From an optimization exercise on the open Yosys and OpenROAD flow, aimed at small area, a short achievable clock period and few clock cycles per item; shortcuts taken in it are not production practice.
Function not checked in this run: the RTL went through the layout flow alone.

**config.mk**
```make
export PLATFORM = sky130hd
export DESIGN_NAME = mac
export DESIGN_NICKNAME = mac
export VERILOG_FILES = /design/flow/design.v
export SDC_FILE = /design/flow/constraint.sdc
export NUM_CORES = 4
export LEC_CHECK = 0
export CAP_MARGIN = 20
export CORE_MARGIN = 2
export CORE_UTILIZATION = 40
export SLEW_MARGIN = 20
export SYNTH_HIERARCHICAL = 1
export SYNTH_MINIMUM_KEEP_SIZE = 0
```
**constraint.sdc**
```tcl
create_clock -name core_clock -period 7.0 [get_ports {clk}]
set_input_delay 1.4000 -clock core_clock [delete_from_list [all_inputs] [get_ports {clk}]]
set_output_delay 1.4000 -clock core_clock [all_outputs]
set_load 0.01 [all_outputs]
```
**design.v**
```verilog
`timescale 1ns / 1ps
`timescale 1ns / 1ps
module mac (
    input  wire        clk,
    input  wire        rst,
    input  wire [31:0] x,
    input  wire [31:0] y,
    input  wire        start,
    output wire [31:0] z,
    output wire        busy
  );
  wire pp1 = ~(x[0] & y[0]);
  wire pp2 = ~(x[0] & y[1]);
  wire pp3 = ~(x[0] & y[2]);
  wire pp4 = ~(x[0] & y[3]);
  wire pp5 = ~(x[0] & y[4]);
  wire pp6 = ~(x[0] & y[5]);
  wire pp7 = ~(x[0] & y[6]);
  wire pp8 = x[0] & y[7];
  wire pp9 = ~(x[1] & y[0]);
  wire pp10 = ~(x[1] & y[1]);
  wire pp11 = ~(x[1] & y[2]);
  wire pp12 = ~(x[1] & y[3]);
  wire pp13 = ~(x[1] & y[4]);
  wire pp14 = ~(x[1] & y[5]);
  wire pp15 = ~(x[1] & y[6]);
  wire pp16 = x[1] & y[7];
  wire pp17 = ~(x[2] & y[0]);
  wire pp18 = ~(x[2] & y[1]);
  wire pp19 = ~(x[2] & y[2]);
  wire pp20 = ~(x[2] & y[3]);
  wire pp21 = ~(x[2] & y[4]);
  wire pp22 = ~(x[2] & y[5]);
  wire pp23 = ~(x[2] & y[6]);
  wire pp24 = x[2] & y[7];
  wire pp25 = ~(x[3] & y[0]);
  wire pp26 = ~(x[3] & y[1]);
  wire pp27 = ~(x[3] & y[2]);
  wire pp28 = ~(x[3] & y[3]);
  wire pp29 = ~(x[3] & y[4]);
  wire pp30 = ~(x[3] & y[5]);
  wire pp31 = ~(x[3] & y[6]);
  wire pp32 = x[3] & y[7];
  wire pp33 = ~(x[4] & y[0]);
  wire pp34 = ~(x[4] & y[1]);
  wire pp35 = ~(x[4] & y[2]);
  wire pp36 = ~(x[4] & y[3]);
  wire pp37 = ~(x[4] & y[4]);
  wire pp38 = ~(x[4] & y[5]);
  wire pp39 = ~(x[4] & y[6]);
  wire pp40 = x[4] & y[7];
  wire pp41 = ~(x[5] & y[0]);
  wire pp42 = ~(x[5] & y[1]);
  wire pp43 = ~(x[5] & y[2]);
  wire pp44 = ~(x[5] & y[3]);
  wire pp45 = ~(x[5] & y[4]);
  wire pp46 = ~(x[5] & y[5]);
  wire pp47 = ~(x[5] & y[6]);
  wire pp48 = x[5] & y[7];
  wire pp49 = ~(x[6] & y[0]);
  wire pp50 = ~(x[6] & y[1]);
  wire pp51 = ~(x[6] & y[2]);
  wire pp52 = ~(x[6] & y[3]);
  wire pp53 = ~(x[6] & y[4]);
  wire pp54 = ~(x[6] & y[5]);
  wire pp55 = ~(x[6] & y[6]);
  wire pp56 = x[6] & y[7];
  wire pp57 = x[7] & y[0];
  wire pp58 = x[7] & y[1];
  wire pp59 = x[7] & y[2];
  wire pp60 = x[7] & y[3];
  wire pp61 = x[7] & y[4];
  wire pp62 = x[7] & y[5];
  wire pp63 = x[7] & y[6];
  wire pp64 = ~(x[7] & y[7]);
  wire pp65 = ~(x[8] & y[8]);
  wire pp66 = ~(x[8] & y[9]);
  wire pp67 = ~(x[8] & y[10]);
  wire pp68 = ~(x[8] & y[11]);
  wire pp69 = ~(x[8] & y[12]);
  wire pp70 = ~(x[8] & y[13]);
  wire pp71 = ~(x[8] & y[14]);
  wire pp72 = x[8] & y[15];
  wire pp73 = ~(x[9] & y[8]);
  wire pp74 = ~(x[9] & y[9]);
  wire pp75 = ~(x[9] & y[10]);
  wire pp76 = ~(x[9] & y[11]);
  wire pp77 = ~(x[9] & y[12]);
  wire pp78 = ~(x[9] & y[13]);
  wire pp79 = ~(x[9] & y[14]);
  wire pp80 = x[9] & y[15];
  wire pp81 = ~(x[10] & y[8]);
  wire pp82 = ~(x[10] & y[9]);
  wire pp83 = ~(x[10] & y[10]);
  wire pp84 = ~(x[10] & y[11]);
  wire pp85 = ~(x[10] & y[12]);
  wire pp86 = ~(x[10] & y[13]);
  wire pp87 = ~(x[10] & y[14]);
  wire pp88 = x[10] & y[15];
  wire pp89 = ~(x[11] & y[8]);
  wire pp90 = ~(x[11] & y[9]);
  wire pp91 = ~(x[11] & y[10]);
  wire pp92 = ~(x[11] & y[11]);
  wire pp93 = ~(x[11] & y[12]);
  wire pp94 = ~(x[11] & y[13]);
  wire pp95 = ~(x[11] & y[14]);
  wire pp96 = x[11] & y[15];
  wire pp97 = ~(x[12] & y[8]);
  wire pp98 = ~(x[12] & y[9]);
  wire pp99 = ~(x[12] & y[10]);
  wire pp100 = ~(x[12] & y[11]);
  wire pp101 = ~(x[12] & y[12]);
  wire pp102 = ~(x[12] & y[13]);
  wire pp103 = ~(x[12] & y[14]);
  wire pp104 = x[12] & y[15];
  wire pp105 = ~(x[13] & y[8]);
  wire pp106 = ~(x[13] & y[9]);
  wire pp107 = ~(x[13] & y[10]);
  wire pp108 = ~(x[13] & y[11]);
  wire pp109 = ~(x[13] & y[12]);
  wire pp110 = ~(x[13] & y[13]);
  wire pp111 = ~(x[13] & y[14]);
  wire pp112 = x[13] & y[15];
  wire pp113 = ~(x[14] & y[8]);
  wire pp114 = ~(x[14] & y[9]);
  wire pp115 = ~(x[14] & y[10]);
  wire pp116 = ~(x[14] & y[11]);
  wire pp117 = ~(x[14] & y[12]);
  wire pp118 = ~(x[14] & y[13]);
  wire pp119 = ~(x[14] & y[14]);
  wire pp120 = x[14] & y[15];
  wire pp121 = x[15] & y[8];
  wire pp122 = x[15] & y[9];
  wire pp123 = x[15] & y[10];
  wire pp124 = x[15] & y[11];
  wire pp125 = x[15] & y[12];
  wire pp126 = x[15] & y[13];
  wire pp127 = x[15] & y[14];
  wire pp128 = ~(x[15] & y[15]);
  wire pp129 = ~(x[16] & y[16]);
  wire pp130 = ~(x[16] & y[17]);
  wire pp131 = ~(x[16] & y[18]);
  wire pp132 = ~(x[16] & y[19]);
  wire pp133 = ~(x[16] & y[20]);
  wire pp134 = ~(x[16] & y[21]);
  wire pp135 = ~(x[16] & y[22]);
  wire pp136 = x[16] & y[23];
  wire pp137 = ~(x[17] & y[16]);
  wire pp138 = ~(x[17] & y[17]);
  wire pp139 = ~(x[17] & y[18]);
  wire pp140 = ~(x[17] & y[19]);
  wire pp141 = ~(x[17] & y[20]);
  wire pp142 = ~(x[17] & y[21]);
  wire pp143 = ~(x[17] & y[22]);
  wire pp144 = x[17] & y[23];
  wire pp145 = ~(x[18] & y[16]);
  wire pp146 = ~(x[18] & y[17]);
  wire pp147 = ~(x[18] & y[18]);
  wire pp148 = ~(x[18] & y[19]);
  wire pp149 = ~(x[18] & y[20]);
  wire pp150 = ~(x[18] & y[21]);
  wire pp151 = ~(x[18] & y[22]);
  wire pp152 = x[18] & y[23];
  wire pp153 = ~(x[19] & y[16]);
  wire pp154 = ~(x[19] & y[17]);
  wire pp155 = ~(x[19] & y[18]);
  wire pp156 = ~(x[19] & y[19]);
  wire pp157 = ~(x[19] & y[20]);
  wire pp158 = ~(x[19] & y[21]);
  wire pp159 = ~(x[19] & y[22]);
  wire pp160 = x[19] & y[23];
  wire pp161 = ~(x[20] & y[16]);
  wire pp162 = ~(x[20] & y[17]);
  wire pp163 = ~(x[20] & y[18]);
  wire pp164 = ~(x[20] & y[19]);
  wire pp165 = ~(x[20] & y[20]);
  wire pp166 = ~(x[20] & y[21]);
  wire pp167 = ~(x[20] & y[22]);
  wire pp168 = x[20] & y[23];
  wire pp169 = ~(x[21] & y[16]);
  wire pp170 = ~(x[21] & y[17]);
  wire pp171 = ~(x[21] & y[18]);
  wire pp172 = ~(x[21] & y[19]);
  wire pp173 = ~(x[21] & y[20]);
  wire pp174 = ~(x[21] & y[21]);
  wire pp175 = ~(x[21] & y[22]);
  wire pp176 = x[21] & y[23];
  wire pp177 = ~(x[22] & y[16]);
  wire pp178 = ~(x[22] & y[17]);
  wire pp179 = ~(x[22] & y[18]);
  wire pp180 = ~(x[22] & y[19]);
  wire pp181 = ~(x[22] & y[20]);
  wire pp182 = ~(x[22] & y[21]);
  wire pp183 = ~(x[22] & y[22]);
  wire pp184 = x[22] & y[23];
  wire pp185 = x[23] & y[16];
  wire pp186 = x[23] & y[17];
  wire pp187 = x[23] & y[18];
  wire pp188 = x[23] & y[19];
  wire pp189 = x[23] & y[20];
  wire pp190 = x[23] & y[21];
  wire pp191 = x[23] & y[22];
  wire pp192 = ~(x[23] & y[23]);
  wire pp193 = ~(x[24] & y[24]);
  wire pp194 = ~(x[24] & y[25]);
  wire pp195 = ~(x[24] & y[26]);
  wire pp196 = ~(x[24] & y[27]);
  wire pp197 = ~(x[24] & y[28]);
  wire pp198 = ~(x[24] & y[29]);
  wire pp199 = ~(x[24] & y[30]);
  wire pp200 = x[24] & y[31];
  wire pp201 = ~(x[25] & y[24]);
  wire pp202 = ~(x[25] & y[25]);
  wire pp203 = ~(x[25] & y[26]);
  wire pp204 = ~(x[25] & y[27]);
  wire pp205 = ~(x[25] & y[28]);
  wire pp206 = ~(x[25] & y[29]);
  wire pp207 = ~(x[25] & y[30]);
  wire pp208 = x[25] & y[31];
  wire pp209 = ~(x[26] & y[24]);
  wire pp210 = ~(x[26] & y[25]);
  wire pp211 = ~(x[26] & y[26]);
  wire pp212 = ~(x[26] & y[27]);
  wire pp213 = ~(x[26] & y[28]);
  wire pp214 = ~(x[26] & y[29]);
  wire pp215 = ~(x[26] & y[30]);
  wire pp216 = x[26] & y[31];
  wire pp217 = ~(x[27] & y[24]);
  wire pp218 = ~(x[27] & y[25]);
  wire pp219 = ~(x[27] & y[26]);
  wire pp220 = ~(x[27] & y[27]);
  wire pp221 = ~(x[27] & y[28]);
  wire pp222 = ~(x[27] & y[29]);
  wire pp223 = ~(x[27] & y[30]);
  wire pp224 = x[27] & y[31];
  wire pp225 = ~(x[28] & y[24]);
  wire pp226 = ~(x[28] & y[25]);
  wire pp227 = ~(x[28] & y[26]);
  wire pp228 = ~(x[28] & y[27]);
  wire pp229 = ~(x[28] & y[28]);
  wire pp230 = ~(x[28] & y[29]);
  wire pp231 = ~(x[28] & y[30]);
  wire pp232 = x[28] & y[31];
  wire pp233 = ~(x[29] & y[24]);
  wire pp234 = ~(x[29] & y[25]);
  wire pp235 = ~(x[29] & y[26]);
  wire pp236 = ~(x[29] & y[27]);
  wire pp237 = ~(x[29] & y[28]);
  wire pp238 = ~(x[29] & y[29]);
  wire pp239 = ~(x[29] & y[30]);
  wire pp240 = x[29] & y[31];
  wire pp241 = ~(x[30] & y[24]);
  wire pp242 = ~(x[30] & y[25]);
  wire pp243 = ~(x[30] & y[26]);
  wire pp244 = ~(x[30] & y[27]);
  wire pp245 = ~(x[30] & y[28]);
  wire pp246 = ~(x[30] & y[29]);
  wire pp247 = ~(x[30] & y[30]);
  wire pp248 = x[30] & y[31];
  wire pp249 = x[31] & y[24];
  wire pp250 = x[31] & y[25];
  wire pp251 = x[31] & y[26];
  wire pp252 = x[31] & y[27];
  wire pp253 = x[31] & y[28];
  wire pp254 = x[31] & y[29];
  wire pp255 = x[31] & y[30];
  wire pp256 = ~(x[31] & y[31]);
  wire s257, c257;
  mac_fa u257 (.a(pp1), .b(pp65), .ci(pp129), .s(s257), .co(c257));
  wire s258, c258;
  mac_fa u258 (.a(pp2), .b(pp9), .ci(pp66), .s(s258), .co(c258));
  wire s259, c259;
  mac_fa u259 (.a(pp73), .b(pp130), .ci(pp137), .s(s259), .co(c259));
  wire s260, c260;
  mac_fa u260 (.a(pp194), .b(pp201), .ci(c257), .s(s260), .co(c260));
  wire s261, c261;
  mac_fa u261 (.a(s258), .b(s259), .ci(s260), .s(s261), .co(c261));
  wire s262, c262;
  mac_fa u262 (.a(pp3), .b(pp10), .ci(pp17), .s(s262), .co(c262));
  wire s263, c263;
  mac_fa u263 (.a(pp67), .b(pp74), .ci(pp81), .s(s263), .co(c263));
  wire s264, c264;
  mac_fa u264 (.a(pp131), .b(pp138), .ci(pp145), .s(s264), .co(c264));
  wire s265, c265;
  mac_fa u265 (.a(pp195), .b(pp202), .ci(pp209), .s(s265), .co(c265));
  wire s266, c266;
  mac_fa u266 (.a(c258), .b(c259), .ci(s262), .s(s266), .co(c266));
  wire s267, c267;
  mac_fa u267 (.a(s263), .b(s264), .ci(s265), .s(s267), .co(c267));
  wire s268, c268;
  mac_fa u268 (.a(c260), .b(s266), .ci(s267), .s(s268), .co(c268));
  wire s269, c269;
  mac_fa u269 (.a(pp4), .b(pp11), .ci(pp18), .s(s269), .co(c269));
  wire s270, c270;
  mac_fa u270 (.a(pp25), .b(pp68), .ci(pp75), .s(s270), .co(c270));
  wire s271, c271;
  mac_fa u271 (.a(pp82), .b(pp89), .ci(pp132), .s(s271), .co(c271));
  wire s272, c272;
  mac_fa u272 (.a(pp139), .b(pp146), .ci(pp153), .s(s272), .co(c272));
  wire s273, c273;
  mac_fa u273 (.a(pp196), .b(pp203), .ci(pp210), .s(s273), .co(c273));
  wire s274, c274;
  mac_fa u274 (.a(pp217), .b(c262), .ci(c263), .s(s274), .co(c274));
  wire s275, c275;
  mac_fa u275 (.a(c264), .b(c265), .ci(s269), .s(s275), .co(c275));
  wire s276, c276;
  mac_fa u276 (.a(s270), .b(s271), .ci(s272), .s(s276), .co(c276));
  wire s277, c277;
  mac_fa u277 (.a(s273), .b(c266), .ci(c267), .s(s277), .co(c277));
  wire s278, c278;
  mac_fa u278 (.a(s274), .b(s275), .ci(s276), .s(s278), .co(c278));
  wire s279, c279;
  mac_fa u279 (.a(c268), .b(s277), .ci(s278), .s(s279), .co(c279));
  wire s280, c280;
  mac_fa u280 (.a(pp5), .b(pp12), .ci(pp19), .s(s280), .co(c280));
  wire s281, c281;
  mac_fa u281 (.a(pp26), .b(pp33), .ci(pp69), .s(s281), .co(c281));
  wire s282, c282;
  mac_fa u282 (.a(pp76), .b(pp83), .ci(pp90), .s(s282), .co(c282));
  wire s283, c283;
  mac_fa u283 (.a(pp97), .b(pp133), .ci(pp140), .s(s283), .co(c283));
  wire s284, c284;
  mac_fa u284 (.a(pp147), .b(pp154), .ci(pp161), .s(s284), .co(c284));
  wire s285, c285;
  mac_fa u285 (.a(pp197), .b(pp204), .ci(pp211), .s(s285), .co(c285));
  wire s286, c286;
  mac_fa u286 (.a(pp218), .b(pp225), .ci(c269), .s(s286), .co(c286));
  wire s287, c287;
  mac_fa u287 (.a(c270), .b(c271), .ci(c272), .s(s287), .co(c287));
  wire s288, c288;
  mac_fa u288 (.a(c273), .b(s280), .ci(s281), .s(s288), .co(c288));
  wire s289, c289;
  mac_fa u289 (.a(s282), .b(s283), .ci(s284), .s(s289), .co(c289));
  wire s290, c290;
  mac_fa u290 (.a(s285), .b(c274), .ci(c275), .s(s290), .co(c290));
  wire s291, c291;
  mac_fa u291 (.a(c276), .b(s286), .ci(s287), .s(s291), .co(c291));
  wire s292, c292;
  mac_fa u292 (.a(s288), .b(s289), .ci(c277), .s(s292), .co(c292));
  wire s293, c293;
  mac_fa u293 (.a(c278), .b(s290), .ci(s291), .s(s293), .co(c293));
  wire s294, c294;
  mac_fa u294 (.a(c279), .b(s292), .ci(s293), .s(s294), .co(c294));
  wire s295, c295;
  mac_fa u295 (.a(pp6), .b(pp13), .ci(pp20), .s(s295), .co(c295));
  wire s296, c296;
  mac_fa u296 (.a(pp27), .b(pp34), .ci(pp41), .s(s296), .co(c296));
  wire s297, c297;
  mac_fa u297 (.a(pp70), .b(pp77), .ci(pp84), .s(s297), .co(c297));
  wire s298, c298;
  mac_fa u298 (.a(pp91), .b(pp98), .ci(pp105), .s(s298), .co(c298));
  wire s299, c299;
  mac_fa u299 (.a(pp134), .b(pp141), .ci(pp148), .s(s299), .co(c299));
  wire s300, c300;
  mac_fa u300 (.a(pp155), .b(pp162), .ci(pp169), .s(s300), .co(c300));
  wire s301, c301;
  mac_fa u301 (.a(pp198), .b(pp205), .ci(pp212), .s(s301), .co(c301));
  wire s302, c302;
  mac_fa u302 (.a(pp219), .b(pp226), .ci(pp233), .s(s302), .co(c302));
  wire s303, c303;
  mac_fa u303 (.a(c280), .b(c281), .ci(c282), .s(s303), .co(c303));
  wire s304, c304;
  mac_fa u304 (.a(c283), .b(c284), .ci(c285), .s(s304), .co(c304));
  wire s305, c305;
  mac_fa u305 (.a(s295), .b(s296), .ci(s297), .s(s305), .co(c305));
  wire s306, c306;
  mac_fa u306 (.a(s298), .b(s299), .ci(s300), .s(s306), .co(c306));
  wire s307, c307;
  mac_fa u307 (.a(s301), .b(s302), .ci(c286), .s(s307), .co(c307));
  wire s308, c308;
  mac_fa u308 (.a(c287), .b(c288), .ci(c289), .s(s308), .co(c308));
  wire s309, c309;
  mac_fa u309 (.a(s303), .b(s304), .ci(s305), .s(s309), .co(c309));
  wire s310, c310;
  mac_fa u310 (.a(s306), .b(c290), .ci(c291), .s(s310), .co(c310));
  wire s311, c311;
  mac_fa u311 (.a(s307), .b(s308), .ci(s309), .s(s311), .co(c311));
  wire s312, c312;
  mac_fa u312 (.a(c292), .b(c293), .ci(s310), .s(s312), .co(c312));
  wire s313, c313;
  mac_fa u313 (.a(pp7), .b(pp14), .ci(pp21), .s(s313), .co(c313));
  wire s314, c314;
  mac_fa u314 (.a(pp28), .b(pp35), .ci(pp42), .s(s314), .co(c314));
  wire s315, c315;
  mac_fa u315 (.a(pp49), .b(pp71), .ci(pp78), .s(s315), .co(c315));
  wire s316, c316;
  mac_fa u316 (.a(pp85), .b(pp92), .ci(pp99), .s(s316), .co(c316));
  wire s317, c317;
  mac_fa u317 (.a(pp106), .b(pp113), .ci(pp135), .s(s317), .co(c317));
  wire s318, c318;
  mac_fa u318 (.a(pp142), .b(pp149), .ci(pp156), .s(s318), .co(c318));
  wire s319, c319;
  mac_fa u319 (.a(pp163), .b(pp170), .ci(pp177), .s(s319), .co(c319));
  wire s320, c320;
  mac_fa u320 (.a(pp199), .b(pp206), .ci(pp213), .s(s320), .co(c320));
  wire s321, c321;
  mac_fa u321 (.a(pp220), .b(pp227), .ci(pp234), .s(s321), .co(c321));
  wire s322, c322;
  mac_fa u322 (.a(pp241), .b(c295), .ci(c296), .s(s322), .co(c322));
  wire s323, c323;
  mac_fa u323 (.a(c297), .b(c298), .ci(c299), .s(s323), .co(c323));
  wire s324, c324;
  mac_fa u324 (.a(c300), .b(c301), .ci(c302), .s(s324), .co(c324));
  wire s325, c325;
  mac_fa u325 (.a(s313), .b(s314), .ci(s315), .s(s325), .co(c325));
  wire s326, c326;
  mac_fa u326 (.a(s316), .b(s317), .ci(s318), .s(s326), .co(c326));
  wire s327, c327;
  mac_fa u327 (.a(s319), .b(s320), .ci(s321), .s(s327), .co(c327));
  wire s328, c328;
  mac_fa u328 (.a(c303), .b(c304), .ci(c305), .s(s328), .co(c328));
  wire s329, c329;
  mac_fa u329 (.a(c306), .b(s322), .ci(s323), .s(s329), .co(c329));
  wire s330, c330;
  mac_fa u330 (.a(s324), .b(s325), .ci(s326), .s(s330), .co(c330));
  wire s331, c331;
  mac_fa u331 (.a(s327), .b(c307), .ci(c308), .s(s331), .co(c331));
  wire s332, c332;
  mac_fa u332 (.a(c309), .b(s328), .ci(s329), .s(s332), .co(c332));
  wire s333, c333;
  mac_fa u333 (.a(s330), .b(c310), .ci(c311), .s(s333), .co(c333));
  wire s334, c334;
  mac_fa u334 (.a(pp8), .b(pp15), .ci(pp22), .s(s334), .co(c334));
  wire s335, c335;
  mac_fa u335 (.a(pp29), .b(pp36), .ci(pp43), .s(s335), .co(c335));
  wire s336, c336;
  mac_fa u336 (.a(pp50), .b(pp57), .ci(pp72), .s(s336), .co(c336));
  wire s337, c337;
  mac_fa u337 (.a(pp79), .b(pp86), .ci(pp93), .s(s337), .co(c337));
  wire s338, c338;
  mac_fa u338 (.a(pp100), .b(pp107), .ci(pp114), .s(s338), .co(c338));
  wire s339, c339;
  mac_fa u339 (.a(pp121), .b(pp136), .ci(pp143), .s(s339), .co(c339));
  wire s340, c340;
  mac_fa u340 (.a(pp150), .b(pp157), .ci(pp164), .s(s340), .co(c340));
  wire s341, c341;
  mac_fa u341 (.a(pp171), .b(pp178), .ci(pp185), .s(s341), .co(c341));
  wire s342, c342;
  mac_fa u342 (.a(pp200), .b(pp207), .ci(pp214), .s(s342), .co(c342));
  wire s343, c343;
  mac_fa u343 (.a(pp221), .b(pp228), .ci(pp235), .s(s343), .co(c343));
  wire s344, c344;
  mac_fa u344 (.a(pp242), .b(pp249), .ci(c313), .s(s344), .co(c344));
  wire s345, c345;
  mac_fa u345 (.a(c314), .b(c315), .ci(c316), .s(s345), .co(c345));
  wire s346, c346;
  mac_fa u346 (.a(c317), .b(c318), .ci(c319), .s(s346), .co(c346));
  wire s347, c347;
  mac_fa u347 (.a(c320), .b(c321), .ci(s334), .s(s347), .co(c347));
  wire s348, c348;
  mac_fa u348 (.a(s335), .b(s336), .ci(s337), .s(s348), .co(c348));
  wire s349, c349;
  mac_fa u349 (.a(s338), .b(s339), .ci(s340), .s(s349), .co(c349));
  wire s350, c350;
  mac_fa u350 (.a(s341), .b(s342), .ci(s343), .s(s350), .co(c350));
  wire s351, c351;
  mac_fa u351 (.a(c322), .b(c323), .ci(c324), .s(s351), .co(c351));
  wire s352, c352;
  mac_fa u352 (.a(c325), .b(c326), .ci(c327), .s(s352), .co(c352));
  wire s353, c353;
  mac_fa u353 (.a(s344), .b(s345), .ci(s346), .s(s353), .co(c353));
  wire s354, c354;
  mac_fa u354 (.a(s347), .b(s348), .ci(s349), .s(s354), .co(c354));
  wire s355, c355;
  mac_fa u355 (.a(s350), .b(c328), .ci(c329), .s(s355), .co(c355));
  wire s356, c356;
  mac_fa u356 (.a(c330), .b(s351), .ci(s352), .s(s356), .co(c356));
  wire s357, c357;
  mac_fa u357 (.a(s353), .b(s354), .ci(c331), .s(s357), .co(c357));
  wire s358, c358;
  mac_fa u358 (.a(c332), .b(s355), .ci(s356), .s(s358), .co(c358));
  wire s359, c359;
  mac_fa u359 (.a(pp16), .b(pp23), .ci(pp30), .s(s359), .co(c359));
  wire s360, c360;
  mac_fa u360 (.a(pp37), .b(pp44), .ci(pp51), .s(s360), .co(c360));
  wire s361, c361;
  mac_fa u361 (.a(pp58), .b(pp80), .ci(pp87), .s(s361), .co(c361));
  wire s362, c362;
  mac_fa u362 (.a(pp94), .b(pp101), .ci(pp108), .s(s362), .co(c362));
  wire s363, c363;
  mac_fa u363 (.a(pp115), .b(pp122), .ci(pp144), .s(s363), .co(c363));
  wire s364, c364;
  mac_fa u364 (.a(pp151), .b(pp158), .ci(pp165), .s(s364), .co(c364));
  wire s365, c365;
  mac_fa u365 (.a(pp172), .b(pp179), .ci(pp186), .s(s365), .co(c365));
  wire s366, c366;
  mac_fa u366 (.a(pp208), .b(pp215), .ci(pp222), .s(s366), .co(c366));
  wire s367, c367;
  mac_fa u367 (.a(pp229), .b(pp236), .ci(pp243), .s(s367), .co(c367));
  wire s368, c368;
  mac_fa u368 (.a(pp250), .b(c334), .ci(c335), .s(s368), .co(c368));
  wire s369, c369;
  mac_fa u369 (.a(c336), .b(c337), .ci(c338), .s(s369), .co(c369));
  wire s370, c370;
  mac_fa u370 (.a(c339), .b(c340), .ci(c341), .s(s370), .co(c370));
  wire s371, c371;
  mac_fa u371 (.a(c342), .b(c343), .ci(s359), .s(s371), .co(c371));
  wire s372, c372;
  mac_fa u372 (.a(s360), .b(s361), .ci(s362), .s(s372), .co(c372));
  wire s373, c373;
  mac_fa u373 (.a(s363), .b(s364), .ci(s365), .s(s373), .co(c373));
  wire s374, c374;
  mac_fa u374 (.a(s366), .b(s367), .ci(c344), .s(s374), .co(c374));
  wire s375, c375;
  mac_fa u375 (.a(c345), .b(c346), .ci(c347), .s(s375), .co(c375));
  wire s376, c376;
  mac_fa u376 (.a(c348), .b(c349), .ci(c350), .s(s376), .co(c376));
  wire s377, c377;
  mac_fa u377 (.a(s368), .b(s369), .ci(s370), .s(s377), .co(c377));
  wire s378, c378;
  mac_fa u378 (.a(s371), .b(s372), .ci(s373), .s(s378), .co(c378));
  wire s379, c379;
  mac_fa u379 (.a(c351), .b(c352), .ci(c353), .s(s379), .co(c379));
  wire s380, c380;
  mac_fa u380 (.a(c354), .b(s374), .ci(s375), .s(s380), .co(c380));
  wire s381, c381;
  mac_fa u381 (.a(s376), .b(s377), .ci(s378), .s(s381), .co(c381));
  wire s382, c382;
  mac_fa u382 (.a(c355), .b(c356), .ci(s379), .s(s382), .co(c382));
  wire s383, c383;
  mac_fa u383 (.a(pp24), .b(pp31), .ci(pp38), .s(s383), .co(c383));
  wire s384, c384;
  mac_fa u384 (.a(pp45), .b(pp52), .ci(pp59), .s(s384), .co(c384));
  wire s385, c385;
  mac_fa u385 (.a(pp88), .b(pp95), .ci(pp102), .s(s385), .co(c385));
  wire s386, c386;
  mac_fa u386 (.a(pp109), .b(pp116), .ci(pp123), .s(s386), .co(c386));
  wire s387, c387;
  mac_fa u387 (.a(pp152), .b(pp159), .ci(pp166), .s(s387), .co(c387));
  wire s388, c388;
  mac_fa u388 (.a(pp173), .b(pp180), .ci(pp187), .s(s388), .co(c388));
  wire s389, c389;
  mac_fa u389 (.a(pp216), .b(pp223), .ci(pp230), .s(s389), .co(c389));
  wire s390, c390;
  mac_fa u390 (.a(pp237), .b(pp244), .ci(pp251), .s(s390), .co(c390));
  wire s391, c391;
  mac_fa u391 (.a(c359), .b(c360), .ci(c361), .s(s391), .co(c391));
  wire s392, c392;
  mac_fa u392 (.a(c362), .b(c363), .ci(c364), .s(s392), .co(c392));
  wire s393, c393;
  mac_fa u393 (.a(c365), .b(c366), .ci(c367), .s(s393), .co(c393));
  wire s394, c394;
  mac_fa u394 (.a(s383), .b(s384), .ci(s385), .s(s394), .co(c394));
  wire s395, c395;
  mac_fa u395 (.a(s386), .b(s387), .ci(s388), .s(s395), .co(c395));
  wire s396, c396;
  mac_fa u396 (.a(s389), .b(s390), .ci(c368), .s(s396), .co(c396));
  wire s397, c397;
  mac_fa u397 (.a(c369), .b(c370), .ci(c371), .s(s397), .co(c397));
  wire s398, c398;
  mac_fa u398 (.a(c372), .b(c373), .ci(s391), .s(s398), .co(c398));
  wire s399, c399;
  mac_fa u399 (.a(s392), .b(s393), .ci(s394), .s(s399), .co(c399));
  wire s400, c400;
  mac_fa u400 (.a(s395), .b(c374), .ci(c375), .s(s400), .co(c400));
  wire s401, c401;
  mac_fa u401 (.a(c376), .b(c377), .ci(c378), .s(s401), .co(c401));
  wire s402, c402;
  mac_fa u402 (.a(s396), .b(s397), .ci(s398), .s(s402), .co(c402));
  wire s403, c403;
  mac_fa u403 (.a(s399), .b(c379), .ci(c380), .s(s403), .co(c403));
  wire s404, c404;
  mac_fa u404 (.a(c381), .b(s400), .ci(s401), .s(s404), .co(c404));
  wire s405, c405;
  mac_fa u405 (.a(pp32), .b(pp39), .ci(pp46), .s(s405), .co(c405));
  wire s406, c406;
  mac_fa u406 (.a(pp53), .b(pp60), .ci(pp96), .s(s406), .co(c406));
  wire s407, c407;
  mac_fa u407 (.a(pp103), .b(pp110), .ci(pp117), .s(s407), .co(c407));
  wire s408, c408;
  mac_fa u408 (.a(pp124), .b(pp160), .ci(pp167), .s(s408), .co(c408));
  wire s409, c409;
  mac_fa u409 (.a(pp174), .b(pp181), .ci(pp188), .s(s409), .co(c409));
  wire s410, c410;
  mac_fa u410 (.a(pp224), .b(pp231), .ci(pp238), .s(s410), .co(c410));
  wire s411, c411;
  mac_fa u411 (.a(pp245), .b(pp252), .ci(c383), .s(s411), .co(c411));
  wire s412, c412;
  mac_fa u412 (.a(c384), .b(c385), .ci(c386), .s(s412), .co(c412));
  wire s413, c413;
  mac_fa u413 (.a(c387), .b(c388), .ci(c389), .s(s413), .co(c413));
  wire s414, c414;
  mac_fa u414 (.a(c390), .b(s405), .ci(s406), .s(s414), .co(c414));
  wire s415, c415;
  mac_fa u415 (.a(s407), .b(s408), .ci(s409), .s(s415), .co(c415));
  wire s416, c416;
  mac_fa u416 (.a(s410), .b(c391), .ci(c392), .s(s416), .co(c416));
  wire s417, c417;
  mac_fa u417 (.a(c393), .b(c394), .ci(c395), .s(s417), .co(c417));
  wire s418, c418;
  mac_fa u418 (.a(s411), .b(s412), .ci(s413), .s(s418), .co(c418));
  wire s419, c419;
  mac_fa u419 (.a(s414), .b(s415), .ci(c396), .s(s419), .co(c419));
  wire s420, c420;
  mac_fa u420 (.a(c397), .b(c398), .ci(c399), .s(s420), .co(c420));
  wire s421, c421;
  mac_fa u421 (.a(s416), .b(s417), .ci(s418), .s(s421), .co(c421));
  wire s422, c422;
  mac_fa u422 (.a(c400), .b(c401), .ci(c402), .s(s422), .co(c422));
  wire s423, c423;
  mac_fa u423 (.a(s419), .b(s420), .ci(s421), .s(s423), .co(c423));
  wire s424, c424;
  mac_fa u424 (.a(pp40), .b(pp47), .ci(pp54), .s(s424), .co(c424));
  wire s425, c425;
  mac_fa u425 (.a(pp61), .b(pp104), .ci(pp111), .s(s425), .co(c425));
  wire s426, c426;
  mac_fa u426 (.a(pp118), .b(pp125), .ci(pp168), .s(s426), .co(c426));
  wire s427, c427;
  mac_fa u427 (.a(pp175), .b(pp182), .ci(pp189), .s(s427), .co(c427));
  wire s428, c428;
  mac_fa u428 (.a(pp232), .b(pp239), .ci(pp246), .s(s428), .co(c428));
  wire s429, c429;
  mac_fa u429 (.a(pp253), .b(c405), .ci(c406), .s(s429), .co(c429));
  wire s430, c430;
  mac_fa u430 (.a(c407), .b(c408), .ci(c409), .s(s430), .co(c430));
  wire s431, c431;
  mac_fa u431 (.a(c410), .b(s424), .ci(s425), .s(s431), .co(c431));
  wire s432, c432;
  mac_fa u432 (.a(s426), .b(s427), .ci(s428), .s(s432), .co(c432));
  wire s433, c433;
  mac_fa u433 (.a(c411), .b(c412), .ci(c413), .s(s433), .co(c433));
  wire s434, c434;
  mac_fa u434 (.a(c414), .b(c415), .ci(s429), .s(s434), .co(c434));
  wire s435, c435;
  mac_fa u435 (.a(s430), .b(s431), .ci(s432), .s(s435), .co(c435));
  wire s436, c436;
  mac_fa u436 (.a(c416), .b(c417), .ci(c418), .s(s436), .co(c436));
  wire s437, c437;
  mac_fa u437 (.a(s433), .b(s434), .ci(s435), .s(s437), .co(c437));
  wire s438, c438;
  mac_fa u438 (.a(c419), .b(c420), .ci(c421), .s(s438), .co(c438));
  wire s439, c439;
  mac_fa u439 (.a(pp48), .b(pp55), .ci(pp62), .s(s439), .co(c439));
  wire s440, c440;
  mac_fa u440 (.a(pp112), .b(pp119), .ci(pp126), .s(s440), .co(c440));
  wire s441, c441;
  mac_fa u441 (.a(pp176), .b(pp183), .ci(pp190), .s(s441), .co(c441));
  wire s442, c442;
  mac_fa u442 (.a(pp240), .b(pp247), .ci(pp254), .s(s442), .co(c442));
  wire s443, c443;
  mac_fa u443 (.a(c424), .b(c425), .ci(c426), .s(s443), .co(c443));
  wire s444, c444;
  mac_fa u444 (.a(c427), .b(c428), .ci(s439), .s(s444), .co(c444));
  wire s445, c445;
  mac_fa u445 (.a(s440), .b(s441), .ci(s442), .s(s445), .co(c445));
  wire s446, c446;
  mac_fa u446 (.a(c429), .b(c430), .ci(c431), .s(s446), .co(c446));
  wire s447, c447;
  mac_fa u447 (.a(c432), .b(s443), .ci(s444), .s(s447), .co(c447));
  wire s448, c448;
  mac_fa u448 (.a(s445), .b(c433), .ci(c434), .s(s448), .co(c448));
  wire s449, c449;
  mac_fa u449 (.a(c435), .b(s446), .ci(s447), .s(s449), .co(c449));
  wire s450, c450;
  mac_fa u450 (.a(c436), .b(c437), .ci(s448), .s(s450), .co(c450));
  wire s451, c451;
  mac_fa u451 (.a(pp56), .b(pp63), .ci(pp120), .s(s451), .co(c451));
  wire s452, c452;
  mac_fa u452 (.a(pp127), .b(pp184), .ci(pp191), .s(s452), .co(c452));
  wire s453, c453;
  mac_fa u453 (.a(pp248), .b(pp255), .ci(c439), .s(s453), .co(c453));
  wire s454, c454;
  mac_fa u454 (.a(c440), .b(c441), .ci(c442), .s(s454), .co(c454));
  wire s455, c455;
  mac_fa u455 (.a(s451), .b(s452), .ci(c443), .s(s455), .co(c455));
  wire s456, c456;
  mac_fa u456 (.a(c444), .b(c445), .ci(s453), .s(s456), .co(c456));
  wire s457, c457;
  mac_fa u457 (.a(s454), .b(c446), .ci(c447), .s(s457), .co(c457));
  wire s458, c458;
  mac_fa u458 (.a(s455), .b(s456), .ci(c448), .s(s458), .co(c458));
  wire s459, c459;
  mac_fa u459 (.a(pp64), .b(pp128), .ci(pp192), .s(s459), .co(c459));
  wire s460, c460;
  mac_fa u460 (.a(pp256), .b(c451), .ci(c452), .s(s460), .co(c460));
  wire s461, c461;
  mac_fa u461 (.a(s459), .b(c453), .ci(c454), .s(s461), .co(c461));
  wire s462, c462;
  mac_fa u462 (.a(s460), .b(c455), .ci(c456), .s(s462), .co(c462));
  wire s463, c463;
  mac_fa u463 (.a(s461), .b(c457), .ci(s462), .s(s463), .co(c463));
  wire s464, c464;
  mac_fa u464 (.a(c459), .b(c460), .ci(c461), .s(s464), .co(c464));
  reg  [47:0] r;
  always @(posedge clk)
  begin
    if (start)
      r <= {c464, c463, s464, c462, s463, c458, s458, c450, s457, c449, s450, c438, s449, s438, c423, c422, s437, s436, s423, s422, c404, c403, s404, s403, c382, s402, s382, c358, c357, s381, s380, s358, s357, c333, s333, c312, s332, s331, s312, c294, s311, s294, s279, s268, c261, s261, s257, pp193};
  end
  wire s685 = ~(r[0] ^ r[1]);
  wire c686 = r[0] | r[1];
  wire s687 = ~(r[2] ^ c686);
  wire c688 = r[2] | c686;
  wire s689, c689;
  mac_fa u689 (.a(r[3]), .b(r[4]), .ci(c688), .s(s689), .co(c689));
  wire s690 = ~(r[5] ^ c689);
  wire c691 = r[5] | c689;
  wire s692 = ~r[6];
  wire s693, c693;
  mac_fa u693 (.a(r[7]), .b(r[8]), .ci(r[9]), .s(s693), .co(c693));
  wire s694 = ~(r[6] ^ s693);
  wire c695 = r[6] | s693;
  wire s696, c696;
  mac_fa u696 (.a(r[10]), .b(r[11]), .ci(r[12]), .s(s696), .co(c696));
  wire s697 = ~(r[13] ^ c693);
  wire c698 = r[13] | c693;
  wire s699, c699;
  mac_fa u699 (.a(s696), .b(c695), .ci(s697), .s(s699), .co(c699));
  wire s700, c700;
  mac_fa u700 (.a(r[14]), .b(r[15]), .ci(r[16]), .s(s700), .co(c700));
  wire s701 = ~(c696 ^ s700);
  wire c702 = c696 | s700;
  wire s703 = c698 ^ s701;
  wire c704 = c698 & s701;
  wire s705, c705;
  mac_fa u705 (.a(r[17]), .b(r[18]), .ci(r[19]), .s(s705), .co(c705));
  wire s706 = ~(r[20] ^ r[21]);
  wire c707 = r[20] | r[21];
  wire s708, c708;
  mac_fa u708 (.a(s706), .b(c700), .ci(s705), .s(s708), .co(c708));
  wire s709 = c702 ^ s708;
  wire c710 = c702 & s708;
  wire s711, c711;
  mac_fa u711 (.a(r[22]), .b(r[23]), .ci(r[24]), .s(s711), .co(c711));
  wire s712 = ~(r[25] ^ c707);
  wire c713 = r[25] | c707;
  wire s714, c714;
  mac_fa u714 (.a(c705), .b(s711), .ci(s712), .s(s714), .co(c714));
  wire s715 = c708 ^ s714;
  wire c716 = c708 & s714;
  wire s717, c717;
  mac_fa u717 (.a(r[26]), .b(r[27]), .ci(r[28]), .s(s717), .co(c717));
  wire s718, c718;
  mac_fa u718 (.a(r[29]), .b(c713), .ci(c711), .s(s718), .co(c718));
  wire s719, c719;
  mac_fa u719 (.a(s717), .b(c714), .ci(s718), .s(s719), .co(c719));
  wire s720, c720;
  mac_fa u720 (.a(r[30]), .b(r[31]), .ci(r[32]), .s(s720), .co(c720));
  wire s721, c721;
  mac_fa u721 (.a(r[33]), .b(r[34]), .ci(c717), .s(s721), .co(c721));
  wire s722, c722;
  mac_fa u722 (.a(s720), .b(c718), .ci(s721), .s(s722), .co(c722));
  wire s723, c723;
  mac_fa u723 (.a(r[35]), .b(r[36]), .ci(r[37]), .s(s723), .co(c723));
  wire s724, c724;
  mac_fa u724 (.a(c720), .b(s723), .ci(c721), .s(s724), .co(c724));
  wire s725, c725;
  mac_fa u725 (.a(r[38]), .b(r[39]), .ci(r[40]), .s(s725), .co(c725));
  wire s726, c726;
  mac_fa u726 (.a(r[41]), .b(c723), .ci(s725), .s(s726), .co(c726));
  wire s727, c727;
  mac_fa u727 (.a(r[42]), .b(r[43]), .ci(c725), .s(s727), .co(c727));
  wire s728, c728;
  mac_fa u728 (.a(r[44]), .b(r[45]), .ci(r[46]), .s(s728), .co(c728));
  wire g0 = s685 & 1'b0;
  wire p0 = s685 ^ 1'b0;
  wire g1 = s687 & 1'b0;
  wire p1 = s687 ^ 1'b0;
  wire g2 = s689 & 1'b0;
  wire p2 = s689 ^ 1'b0;
  wire g3 = s690 & 1'b0;
  wire p3 = s690 ^ 1'b0;
  wire g4 = s692 & c691;
  wire p4 = s692 ^ c691;
  wire g5 = s694 & 1'b0;
  wire p5 = s694 ^ 1'b0;
  wire g6 = s699 & 1'b0;
  wire p6 = s699 ^ 1'b0;
  wire g7 = s703 & c699;
  wire p7 = s703 ^ c699;
  wire g8 = c704 & s709;
  wire p8 = c704 ^ s709;
  wire g9 = c710 & s715;
  wire p9 = c710 ^ s715;
  wire g10 = c716 & s719;
  wire p10 = c716 ^ s719;
  wire g11 = c719 & s722;
  wire p11 = c719 ^ s722;
  wire g12 = c722 & s724;
  wire p12 = c722 ^ s724;
  wire g13 = s726 & c724;
  wire p13 = s726 ^ c724;
  wire g14 = c726 & s727;
  wire p14 = c726 ^ s727;
  wire g15 = s728 & c727;
  wire p15 = s728 ^ c727;
  wire g16 = r[47] & c728;
  wire p16 = r[47] ^ c728;
  wire G1_1 = g1 | (p1 & g0);
  wire P1_1 = p1 & p0;
  wire G1_3 = g3 | (p3 & g2);
  wire P1_3 = p3 & p2;
  wire G1_5 = g5 | (p5 & g4);
  wire P1_5 = p5 & p4;
  wire G1_7 = g7 | (p7 & g6);
  wire P1_7 = p7 & p6;
  wire G1_9 = g9 | (p9 & g8);
  wire P1_9 = p9 & p8;
  wire G1_11 = g11 | (p11 & g10);
  wire P1_11 = p11 & p10;
  wire G1_13 = g13 | (p13 & g12);
  wire P1_13 = p13 & p12;
  wire G1_15 = g15 | (p15 & g14);
  wire P1_15 = p15 & p14;
  wire G2_2 = g2 | (p2 & G1_1);
  wire P2_2 = p2 & P1_1;
  wire G2_3 = G1_3 | (P1_3 & G1_1);
  wire P2_3 = P1_3 & P1_1;
  wire G2_6 = g6 | (p6 & G1_5);
  wire P2_6 = p6 & P1_5;
  wire G2_7 = G1_7 | (P1_7 & G1_5);
  wire P2_7 = P1_7 & P1_5;
  wire G2_10 = g10 | (p10 & G1_9);
  wire P2_10 = p10 & P1_9;
  wire G2_11 = G1_11 | (P1_11 & G1_9);
  wire P2_11 = P1_11 & P1_9;
  wire G2_14 = g14 | (p14 & G1_13);
  wire P2_14 = p14 & P1_13;
  wire G2_15 = G1_15 | (P1_15 & G1_13);
  wire P2_15 = P1_15 & P1_13;
  wire G4_4 = g4 | (p4 & G2_3);
  wire P4_4 = p4 & P2_3;
  wire G4_5 = G1_5 | (P1_5 & G2_3);
  wire P4_5 = P1_5 & P2_3;
  wire G4_6 = G2_6 | (P2_6 & G2_3);
  wire P4_6 = P2_6 & P2_3;
  wire G4_7 = G2_7 | (P2_7 & G2_3);
  wire P4_7 = P2_7 & P2_3;
  wire G4_12 = g12 | (p12 & G2_11);
  wire P4_12 = p12 & P2_11;
  wire G4_13 = G1_13 | (P1_13 & G2_11);
  wire P4_13 = P1_13 & P2_11;
  wire G4_14 = G2_14 | (P2_14 & G2_11);
  wire P4_14 = P2_14 & P2_11;
  wire G4_15 = G2_15 | (P2_15 & G2_11);
  wire P4_15 = P2_15 & P2_11;
  wire G8_8 = g8 | (p8 & G4_7);
  wire P8_8 = p8 & P4_7;
  wire G8_9 = G1_9 | (P1_9 & G4_7);
  wire P8_9 = P1_9 & P4_7;
  wire G8_10 = G2_10 | (P2_10 & G4_7);
  wire P8_10 = P2_10 & P4_7;
  wire G8_11 = G2_11 | (P2_11 & G4_7);
  wire P8_11 = P2_11 & P4_7;
  wire G8_12 = G4_12 | (P4_12 & G4_7);
  wire P8_12 = P4_12 & P4_7;
  wire G8_13 = G4_13 | (P4_13 & G4_7);
  wire P8_13 = P4_13 & P4_7;
  wire G8_14 = G4_14 | (P4_14 & G4_7);
  wire P8_14 = P4_14 & P4_7;
  wire G8_15 = G4_15 | (P4_15 & G4_7);
  wire P8_15 = P4_15 & P4_7;
  wire [2:0] sgn;
  mac_sgn1 usgn0 (.g(g16), .p(p16), .c(G8_15), .s(sgn[0]));
  mac_sgn1 usgn1 (.g(g16), .p(p16), .c(G8_15), .s(sgn[1]));
  mac_sgn1 usgn2 (.g(g16), .p(p16), .c(G8_15), .s(sgn[2]));
  assign z    = {sgn[2], sgn[2], sgn[2], sgn[2], sgn[2], sgn[1], sgn[1], sgn[1], sgn[1], sgn[1], sgn[0], sgn[0], sgn[0], sgn[0], sgn[0],
                 ~(p16 ^ G8_15), ~(p15 ^ G8_14), ~(p14 ^ G8_13), ~(p13 ^ G8_12), ~(p12 ^ G8_11), ~(p11 ^ G8_10), ~(p10 ^ G8_9), ~(p9 ^ G8_8), ~(p8 ^ G4_7), ~(p7 ^ G4_6), ~(p6 ^ G4_5), ~(p5 ^ G4_4), ~(p4 ^ G2_3), ~(p3 ^ G2_2), ~(p2 ^ G1_1), ~(p1 ^ g0), ~p0};
  assign busy = 1'b0;
endmodule
module mac_fa (
    input  wire a,
    input  wire b,
    input  wire ci,
    output wire s,
    output wire co
  );
  assign s  = a ^ b ^ ci;
  assign co = (a & b) | (a & ci) | (b & ci);
endmodule
module mac_sgn (
    input  wire t,
    input  wire g,
    input  wire p,
    input  wire c,
    output wire s
  );
  assign s = ~(t ^ (g | (p & c)));
endmodule
module mac_sgn0 (
    input  wire g,
    input  wire p,
    input  wire c,
    output wire s
  );
  assign s = ~(g | (p & c));
endmodule
module mac_sgn1 (
    input  wire g,
    input  wire p,
    input  wire c,
    output wire s
  );
  assign s = g | (p & c);
endmodule
```
**flow/run.sh**
```bash
#!/bin/bash
# The standard layout (standard.sh), with port buffers of the given cell instead
# of the one buffer_ports picks by default.  make's output goes to standard.log;
# ORFS keeps each step's log under orfs/logs.
set -euo pipefail
export BUFFER_PORTS_ARGS="-buffer_cell sky130_fd_sc_hd__buf_2"
bash standard.sh > standard.log 2>&1
```
**standard.sh**
```bash
#!/bin/bash
# synth_recipe.tcl (not shown) runs the flow's synth.tcl, then flattens the netlist and writes it again
# the make line also repeats each setting of config.mk as NAME=value (left out here)
make -C /OpenROAD-flow-scripts/flow DESIGN_CONFIG=/design/flow/config.mk WORK_HOME=/design/flow/orfs CLKGATE_MAP_FILE= SYNTH_SCRIPT=/design/flow/synth_recipe.tcl "${@:-finish}"
```
==> results_dict.tcl <==
set metrics [dict create \
    status "finished clean" \
    ant_nets 0 \
    drtIter0Drc 293 \
    clk_pin_slew_ns 0.07 \
    rows 51 \
    cts-resized-gates 0 \
    syn_area_sq_um 8041 \
    final_core_util_pct 45.13 \
    start_util_pct 41.05 \
    syn_avg_cell_area_sq_um 12.07 \
    hold_viol_final 0 \
    crit_required_ns 5.60 \
    grt_pass1_wl_mm 31.57 \
    endpoint_kind "output pin" \
    wire_per_inst_microns 19.57 \
    drt-total-wl_mm 19.53 \
    dr.pass1.iters 5 \
    antenna_found_initial 0 \
    finalSetupTns_ns 0 \
    dieArea_sq_um 21250 \
    num_io_pins 100 \
    max_freq_mhz 193.3 \
    portBuffers 97 \
    yosysTopAreaCell "fa_1" \
    slew_violations 0 \
    final_common_cell "fa_1" \
    area_delta_synth_final_pct 9.942 \
    crit_chain "fa_1 -> fa_1 -> fa_1 -> ha_1 -> nand2_1 -> a221oi_2 -> o2111ai_1 -> nand2_1 -> a21o_1 -> a21o_1 -> buf_2" \
    cts-htree-levels 2 \
    netlist_top_cells_area "fa_1 57%, edfxtp_1 18%, nand2_1 9.5%" \
    first_global_vias 5764 \
    cp_slowest_stage_delay_ns 0.51 \
    core_area_sq_um 19590 \
    via_count 4958 \
    cpMaxStageDelayCell "fa_1" \
    nNetsFinal 1053 \
    setup_viol 0 \
    syn-instance-count 666 \
    pre_cts_ws_ns 2.026 \
    start_kind "flop" \
    fin_crit_sh_pct 73.92 \
    cts_setup_buffers 0 \
    cts_root_buf "clkbuf_16" \
    cts_buffers 5 \
    hold_path_class "input pin to flop" \
    yosysWarningCount 7 \
    ys_seq_elements 48 \
    largest_reg_flops 48 \
    rsz0062_at_grt "no" \
    syn_nets 987 \
    hpwl_mm 17.40 \
    gp_congestion 0.8791 \
    dpl.cell_count 990 \
    grt_max_degree 49 \
    reg_top3 "r (48)" \
    cpMostUsedCell "fa_1" \
    cp_num_buf_inv 1 \
    hold_buffers 0 \
    regMostFlops "r" \
    worst-endpoint-arrival_ns 3.77 \
    grt_use_met2_pct 31.34 \
    drc 0 \
    final_cells 998 \
    die_w_microns 145.8 \
    synth_top_cell_area_share_pct 57.26 \
    crit_family "adder cells" \
    grt_use_met3_pct 4.138 \
    grt_busiest_layer "met2" \
    relSlewSlack_pct 57.67 \
    min_period_ns 5.175 \
    worstMarginPinSlew_ns 0.6350 \
    tritoncts "done" \
    grt_overflow 0 \
    critical_path_class "flop to output pin" \
    drv_cap 0 \
    grt_usage_pct 19.25 \
    layout_common_cells "230 x fa_1, 203 x nand2_1, 96 x buf_2" \
    synth-seq-area-share_pct 17.92 \
    use_met1_pct 27.09 \
    fin_ws_ns 1.825 \
    post_synth_num_cell_types 28 \
    cts_sinks 48 \
    via_per_inst 4.968 \
    antenna_cells 0 \
    clockBufferDepth 2 \
    drive_gt1_share_pct 15.14 \
    die_y_microns 145.8 \
    crit_fanout 5 \
]
-- Yosys cell counts (all sizes together) --
library cell  count
a31oi             2
o21ai             2
nor3              2
a21oi             2
inv              32
nand3             1
fa              230
or2               1
a22oi             1
ha               24
and4b             1
a21o              6
xnor2             3
and2             56
edfxtp           48
a221oi            1
mux2i             1
buf              13
nor2              3
o2111ai           1
nand2           203
or3               1
conb              1
or2b              1
xor2              5
clkbuf           25
-- worst paths after layout --
kind                        start             end  slack [ns]  cells past startpoint
setup / recovery  r[22]$_DFFE_PP_           z[21]        1.83                     11
hold / removal              x[24]  r[0]$_DFFE_PP_        1.45                      2
-- metrics by stage --
| stage | hold slack (ns) | area (sq um) |
|---|---|---|
| after floorplan | 1.513 | 8041 |
| after global placement | 1.743 | 8667 |
| after detailed placement | 1.750 | 8667 |
| after CTS | 1.438 | 8838 |
| after global routing | 1.451 | 8841 |
| final | 1.447 | 8841 |
-- Yosys stat by module, one instance, submodules excluded --
module,area (sq um),flip-flops and latches,times used,cells
mac,3435,48,1,434
mac_fa,20.02,0,229,1
mac_sgn1,7.507,0,3,1
-- area by class of cell --
class	instances	area (sq um)
timing repair buffer	97	488.0
clock inverter	3	46.29
clock buffer	5	125.1
tap	265	331.6
multi-input combinational	548	6289
sequential	48	1441
inverter	32	120.1
fill	1823	10750
-- cell families (layout without fill, tap and decap cells) --
| group | count (synthesis) | in the layout | synth area share, % |
|---|---|---|---|
| other | 1 | 1 | 0.04663 |
| multiplexers | 1 | 1 | 0.1245 |
| AO/OA/AOI/OAI | 15 | 15 | 1.353 |
| adder cells (fa/ha/maj) | 254 | 254 | 60.99 |
| XOR/XNOR | 8 | 8 | 0.8714 |
| buffers and inverters | 70 | 137 | 3.874 |
| AND/OR/NAND/NOR | 269 | 269 | 14.81 |
| flip-flops | 48 | 48 | 17.92 |
-- layer usage --
layer | wire (microns) | vias to the layer above
li1 | - | 2160
met1 | 8728 | 2650
met2 | 9324 | 140
met3 | 1346 | 8
met4 | 129 | 0
met5 | 0 | -

## re-timing with driven ports
The results above use ideal ports. As a check the final layout listed here was re-extracted and re-timed, cells and wires unchanged.
Step 1: set_driving_cell puts a clkbuf_16 on clk and a buf_2 on each other input, an assumption about the parent block.
Step 2 adds t to the input delays and takes it off the output delays; t is the mean of the earliest and latest rising clock arrival at the registers after step 1. Input paths then give back, and output paths get back, about the clock's delay inside the block.
a / b / c = ideal / step 1 / step 2; a / b = the first two.
shift t [ns]: 0.333
slack for setup (ns): 1.825 / 1.783 / 2.116
hold slack, ns: 1.447 / 1.427 / 1.759
After both steps this run still meets setup and hold. For this run, drivers alone change the setup slack by -0.042 ns; drivers and shift together by +0.291 ns.
